This design comes from an exercise in tuning for small area and a short achievable clock period on the open sky130 flow, not from production work. Where RTL was checked, it was by simulation tests only, not by an equivalence proof against the original. The flow treats the clock pin as an ideal source, which a real chip does not have. Power and IR drop assume default switching activity.

v39:
==> flow/design.v (excerpt) <==
module sync_fifo_32x8 #(
  parameter DEPTH = 32,
  parameter WIDTH = 8
) (
  input clk, rst,
  input wr_en,
  input wire [WIDTH-1:0] din,
  output full,
  input rd_en,
  output reg [WIDTH-1:0] dout,
  output empty
);
==> module sync_fifo_32x8, before the edit <==
module sync_fifo_32x8 #(
  parameter DEPTH = 32,
  parameter WIDTH = 8
) (
  input clk, rst,
  input wr_en,
  input wire [WIDTH-1:0] din,
  output full,
  input rd_en,
  output reg [WIDTH-1:0] dout,
  output empty
);
  reg [WIDTH-1:0] fifo [0:DEPTH-1];
  reg [4:0] wr_ptr, rd_ptr;
  reg [7:0] rd_lo;    
  reg [3:0] rd_hi;    
  reg full_r, nempty_r;
  function [4:0] succ;
    input [4:0] p;
    succ = {p[3:0], p[4] ^ p[2] ^ (p[3:0] == 4'b0000)};
  endfunction
  wire [4:0] wr_nxt = succ(wr_ptr);
  wire [4:0] rd_nxt = succ(rd_ptr);
  wire almost_full  = (wr_nxt == rd_ptr);    
  wire almost_empty = (rd_nxt == wr_ptr);    
  wire wa = wr_en & ~full_r;
  wire ra = rd_en & nempty_r;
  reg [WIDTH-1:0] rdata;
  integer i;
  always @* begin
    rdata = {WIDTH{1'b0}};
    for (i = 0; i < DEPTH; i = i + 1)
      rdata = rdata | (fifo[i] & {WIDTH{rd_hi[i >> 3] & rd_lo[i & 7]}});
  end
  always @(posedge clk or posedge rst) begin
    if (rst) begin
      wr_ptr   <= 5'd0;
      rd_ptr   <= 5'd0;
      rd_lo    <= 8'd1;
      rd_hi    <= 4'd1;
      full_r   <= 1'b0;
      nempty_r <= 1'b0;
      dout     <= {WIDTH{1'b0}};
    end else begin
      if (wa) wr_ptr <= wr_nxt;
      if (ra) begin
        rd_ptr <= rd_nxt;
        rd_lo  <= 8'd1 << rd_nxt[2:0];
        rd_hi  <= 4'd1 << rd_nxt[4:3];
        dout   <= rdata;
      end
      full_r   <= full_r ? ~ra : (almost_full & wa & ~ra);
      nempty_r <= nempty_r ? ~(almost_empty & ra & ~wa) : wa;
    end
  end
  always @(posedge clk) begin
    if (wa) fifo[wr_ptr] <= din;
  end
  assign full  = full_r;
  assign empty = ~nempty_r;
endmodule
make LEC_CHECK=0 ABC_CLOCK_PERIOD_IN_PS=1200 CAP_MARGIN=20 CORE_MARGIN=2 CORE_UTILIZATION=60 CTS_CLUSTER_DIAMETER=60 CTS_CLUSTER_SIZE=30 PLACE_DENSITY=0.75 SETUP_SLACK_MARGIN=1.3 SLEW_MARGIN=20 finish   # period 3.3 ns
run.sh (not shown) runs the stock make flow with config.mk's settings and CLKGATE_MAP_FILE= SYNTH_SCRIPT=/design/flow/synth_recipe.tcl, a recipe that flattens the netlist after the stock synthesis.
diff inputs: v39 => v24
==> flow/design.v <==
module sync_fifo_32x8 #(
  parameter DEPTH = 32,
  parameter WIDTH = 8
) (
  input clk, rst,
  input wr_en,
  input wire [WIDTH-1:0] din,
  output full,
  input rd_en,
  output reg [WIDTH-1:0] dout,
  output empty
);
  reg [WIDTH-1:0] fifo [0:DEPTH-1];
  reg [4:0] wr_ptr, rd_ptr;
  reg full_r, empty_r;
  function [4:0] succ;
    input [4:0] p;
    succ = {p[3:0], p[4] ^ p[2] ^ (p[3:0] == 4'b0000)};
  endfunction
  wire [4:0] wr_nxt = succ(wr_ptr);
  wire [4:0] rd_nxt = succ(rd_ptr);
  wire almost_full  = (wr_nxt == rd_ptr);    
  wire almost_empty = (rd_nxt == wr_ptr);    
  wire wa = wr_en & ~full_r;
  wire ra = rd_en & ~empty_r;
  always @(posedge clk or posedge rst) begin
    if (rst) begin
      wr_ptr  <= 5'd0;
      rd_ptr  <= 5'd0;
      full_r  <= 1'b0;
      empty_r <= 1'b1;
      dout    <= {WIDTH{1'b0}};
    end else begin
      if (wa) wr_ptr <= wr_nxt;
      if (ra) rd_ptr <= rd_nxt;
      if (ra) dout <= fifo[rd_ptr];
      full_r  <= full_r  ? ~ra : (almost_full  & wa & ~ra);
      empty_r <= empty_r ? ~wa : (almost_empty & ra & ~wa);
    end
  end
  always @(posedge clk) begin
    if (wa) fifo[wr_ptr] <= din;
  end
  assign full  = full_r;
  assign empty = empty_r;
endmodule
Findings:
- Compared with v39, in v24 utilization after layout moved up, die area moved down.
- Higher met2 wire length goes to v39 over v24.
- [diff] final hold slack, v24 relative to v39: improvement
- Compared with v39, net switching power in v24 decreased by a few percent.
- Looking at sequential share of layout area, v24 sits below v39.
- The worst setup slack of v24 was superior to that of v39.
- On wire length of the first global-routing pass, v39 loses to v24.
- Inverter count was lower in the run labelled v24.
- The critical-path cell with the highest stage delay comes out mux4_1 in one run and dfrtp_1 in the other, namely in v24 and v39 respectively.
- v24 vs. v39: setup skew after layout up 6.4 ps; total area of sequential cells down 3.8%; area of all placed cells without fillers flat; final period utilization down 4.4 points.
Function not checked in v39: the RTL went through the layout flow alone.


## the reference run
Another version of the RTL of sync_fifo_32x8 (not shown whole).
For scale: ~310 flip-flops, ~12000 µm² of cells after synthesis.
==> module sync_fifo_32x8, before the edit <==
module sync_fifo_32x8 #(
  parameter DEPTH = 32,
  parameter WIDTH = 8
) (
  input clk, rst,
  input wr_en,
  input wire [WIDTH-1:0] din,
  output full,
  input rd_en,
  output reg [WIDTH-1:0] dout,
  output empty
);
  reg [WIDTH-1:0] fifo [0:DEPTH-1];
  reg [4:0] wr_ptr, rd_ptr;
  reg [7:0] rd_lo;             
  reg [3:0] rd_hi;             
  reg full_r, nempty_r;
  reg [7:0] wr_lo;             
  reg [3:0] wr_hi;             
  reg rd_byp;
  reg [WIDTH-1:0] wr_data;
  function [4:0] succ;
    input [4:0] p;
    succ = {p[3:0], p[4] ^ p[2] ^ (p[3:0] == 4'b0000)};
  endfunction
  wire [4:0] wr_nxt = succ(wr_ptr);
  wire [4:0] rd_nxt = succ(rd_ptr);
  wire almost_full  = (wr_nxt == rd_ptr);    
  wire almost_empty = (rd_nxt == wr_ptr);    
  wire wa = wr_en & ~full_r;
  wire ra = rd_en & nempty_r;
  wire [4:0] rd_new  = ra ? rd_nxt : rd_ptr;
  wire       byp_new = wa & (~nempty_r | (almost_empty & ra));
  reg [WIDTH-1:0] rdata;
  integer i, j;
  always @* begin
    rdata = wr_data & {WIDTH{rd_byp}};
    for (i = 0; i < DEPTH; i = i + 1)
      rdata = rdata | (fifo[i] & {WIDTH{rd_hi[i >> 3] & rd_lo[i & 7]}});
  end
  always @(posedge clk or posedge rst) begin
    if (rst) begin
      wr_ptr   <= 5'd0;
      rd_ptr   <= 5'd0;
      rd_lo    <= 8'd1;
      rd_hi    <= 4'd1;
      full_r   <= 1'b0;
      nempty_r <= 1'b0;
      wr_hi    <= 4'd0;
      rd_byp   <= 1'b0;
      dout     <= {WIDTH{1'b0}};
    end else begin
      if (wa) wr_ptr <= wr_nxt;
      rd_ptr   <= rd_new;
      rd_lo    <= 8'd1 << rd_new[2:0];
      rd_hi    <= byp_new ? 4'd0 : (4'd1 << rd_new[4:3]);
      rd_byp   <= byp_new;
      wr_hi    <= wa ? (4'd1 << wr_ptr[4:3]) : 4'd0;
      if (ra) dout <= rdata;
      full_r   <= full_r ? ~ra : (almost_full & wa & ~ra);
      nempty_r <= nempty_r ? ~(almost_empty & ra & ~wa) : wa;
    end
  end
  always @(posedge clk) begin
    wr_data <= din;
    wr_lo   <= 8'd1 << wr_ptr[2:0];
    for (j = 0; j < DEPTH; j = j + 1)
      if (wr_hi[j >> 3] & wr_lo[j & 7]) fifo[j] <= wr_data;
  end
  assign full  = full_r;
  assign empty = ~nempty_r;
endmodule
==> flow/config.mk <==
export PLATFORM = sky130hd
export DESIGN_NAME = sync_fifo_32x8
export DESIGN_NICKNAME = sync_fifo_32x8
export VERILOG_FILES = /design/flow/design.v
export SDC_FILE = /design/flow/constraint.sdc
export NUM_CORES = 4
export LEC_CHECK = 0
export CAP_MARGIN = 20
export CORE_MARGIN = 2
export CORE_UTILIZATION = 40
export CTS_CLUSTER_DIAMETER = 60
export CTS_CLUSTER_SIZE = 40
export PLACE_DENSITY = 0.6
export SETUP_SLACK_MARGIN = 1.5
export SLEW_MARGIN = 20
==> flow/constraint.sdc <==
create_clock -name core_clock -period 3.3 [get_ports {clk}]
set_input_delay 0.6600 -clock core_clock [delete_from_list [all_inputs] [get_ports {clk}]]
set_output_delay 0.6600 -clock core_clock [all_outputs]
set_load 0.01 [all_outputs]
standard.sh (not shown) runs the stock make flow with config.mk's settings and CLKGATE_MAP_FILE= SYNTH_SCRIPT=/design/flow/synth_recipe.tcl, a recipe that flattens the netlist after the stock synthesis.
==> flow/flow/run.sh <==
#!/bin/bash
# Own layout flow: the standard ORFS flow with three changes.
#  - The platform's don't-use list is extended by flow/dont_use.txt's extra
#    cells (a slow single-size gate and the delay cells), for synthesis,
#    port buffering and repair.
#  - The CTS step's repair is replaced by flow/post_cts.tcl, which drops the
#    clock tree's root buffer (the clock port then drives the tree's two
#    first-level buffers) and repairs timing in a few passes.
# Each step's output goes to its own log here; ORFS's per-tool logs are under
# orfs/logs/.
set -euo pipefail
W=$PWD
DU="$(tr '\n' ' ' < "$W/flow/dont_use.txt")"
bash standard.sh synth "DONT_USE_CELLS=$DU" > "$W/run_synth.log" 2>&1
bash standard.sh floorplan place "DONT_USE_CELLS=$DU" > "$W/run_place.log" 2>&1
bash standard.sh cts "DONT_USE_CELLS=$DU" SKIP_CTS_REPAIR_TIMING=1 "POST_CTS_TCL=$W/flow/post_cts.tcl" > "$W/run_cts.log" 2>&1
bash standard.sh finish "DONT_USE_CELLS=$DU" SKIP_CTS_REPAIR_TIMING=1 "POST_CTS_TCL=$W/flow/post_cts.tcl" > "$W/run_finish.log" 2>&1
Other scripts of this flow, unchanged in this note and not shown: flow/flow/dont_use.txt, flow/flow/post_cts.tcl
Input changes introduced in the trial run (baseline for comparison: the reference run):
--- a/flow/design.v
+++ b/flow/design.v
@@ -13,6 +13,5 @@
   reg [WIDTH-1:0] fifo [0:DEPTH-1];
   reg [4:0] wr_ptr, rd_ptr;
-  reg [7:0] rd_lo;             
-  reg [3:0] rd_hi;             
+  reg [DEPTH-1:0] rd_sel;      
   reg full_r, nempty_r;
   reg [7:0] wr_lo;             
@@ -31,4 +30,6 @@
   wire ra = rd_en & nempty_r;
   wire [4:0] rd_new  = ra ? rd_nxt : rd_ptr;
+  wire [DEPTH-1:0] sel_cur = {{(DEPTH-1){1'b0}}, 1'b1} << rd_ptr;
+  wire [DEPTH-1:0] sel_nxt = {{(DEPTH-1){1'b0}}, 1'b1} << rd_nxt;
   wire       byp_new = wa & (~nempty_r | (almost_empty & ra));
   reg [WIDTH-1:0] rdata;
@@ -37,5 +38,5 @@
     rdata = wr_data & {WIDTH{rd_byp}};
     for (i = 0; i < DEPTH; i = i + 1)
-      rdata = rdata | (fifo[i] & {WIDTH{rd_hi[i >> 3] & rd_lo[i & 7]}});
+      rdata = rdata | (fifo[i] & {WIDTH{rd_sel[i]}});
   end
   always @(posedge clk or posedge rst) begin
@@ -43,6 +44,5 @@
       wr_ptr   <= 5'd0;
       rd_ptr   <= 5'd0;
-      rd_lo    <= 8'd1;
-      rd_hi    <= 4'd1;
+      rd_sel   <= {{(DEPTH-1){1'b0}}, 1'b1};
       full_r   <= 1'b0;
       nempty_r <= 1'b0;
@@ -53,6 +53,5 @@
       if (wa) wr_ptr <= wr_nxt;
       rd_ptr   <= rd_new;
-      rd_lo    <= 8'd1 << rd_new[2:0];
-      rd_hi    <= byp_new ? 4'd0 : (4'd1 << rd_new[4:3]);
+      rd_sel   <= (ra ? sel_nxt : sel_cur) & {DEPTH{~byp_new}};
       rd_byp   <= byp_new;
       wr_hi    <= wa ? (4'd1 << wr_ptr[4:3]) : 4'd0;
--- outcome ---
The trial run and the reference run all finish clean.
Taking the reference run as 1.0, the trial run lands at 1.3 on buffer count excluding the clock tree in the final layout.
Re global placer's final weighted congestion: the trial run is 6.8% up on the reference run.
Against the reference run as the reference, the trial run delivers a higher share of total power in the clock network.
The trial run vs the reference run, utilization of the core after routing went up by 1.7 points.
Looking at sequential cell count, the trial run sits about 6.5% above the reference run.
Minimum clock period after layout up 0.14 ns in the trial run wrt the reference run
Relative to the reference run, the flip-flop and latch count after synthesis of the trial run is higher by about 6.5%.
The trial run vs. the reference run: first-pass GRT wire length climbed 2500 µm; transition time at the pin with the least slew margin climbed 0.027 ns.
For the trial run, only the layout was checked, not whether the RTL still works.

-- separate check: timing with driven ports --
The flow's constraints put no driver on any port. The routed layouts listed below were extracted and timed again, unchanged, in two steps.
Step 1: set_driving_cell puts a clkbuf_16 on clk and a buf_2 on each other input, an assumption about the parent block.
Step 2 moves the port delays by t, midway between the first and last clock arrival at a register: inputs arrive t later, outputs are due t later. That takes back most of the time a late clock gives input paths.
a / b / c = ideal / step 1 / step 2; a / b = the first two.
run	t (ns)	setup slack, ns	hold slack, ns	latest minus earliest clock arrival (ns)	worst slew at a driven data input, ns
v39	0.550	1.116 / 1.116 / 0.800	0.549 / 0.529 / 0.563	0.021 / 0.021	0.04
v24	0.530	1.263 / 1.263 / 0.851	0.610 / 0.589 / 0.615	0.027 / 0.028	0.03
the reference run	0.456	1.489 / 1.490 / 1.198	0.244 / 0.204 / 0.580	0.025 / 0.024	0.04
the trial run	0.460	1.345 / 1.345 / 1.074	0.330 / 0.291 / 0.534	0.032 / 0.033	0.04
After both steps setup and hold are still met in every run listed. The setup slack of v24, which loses most, moves by 0.000 ns with the drivers and by -0.412 ns with both steps.
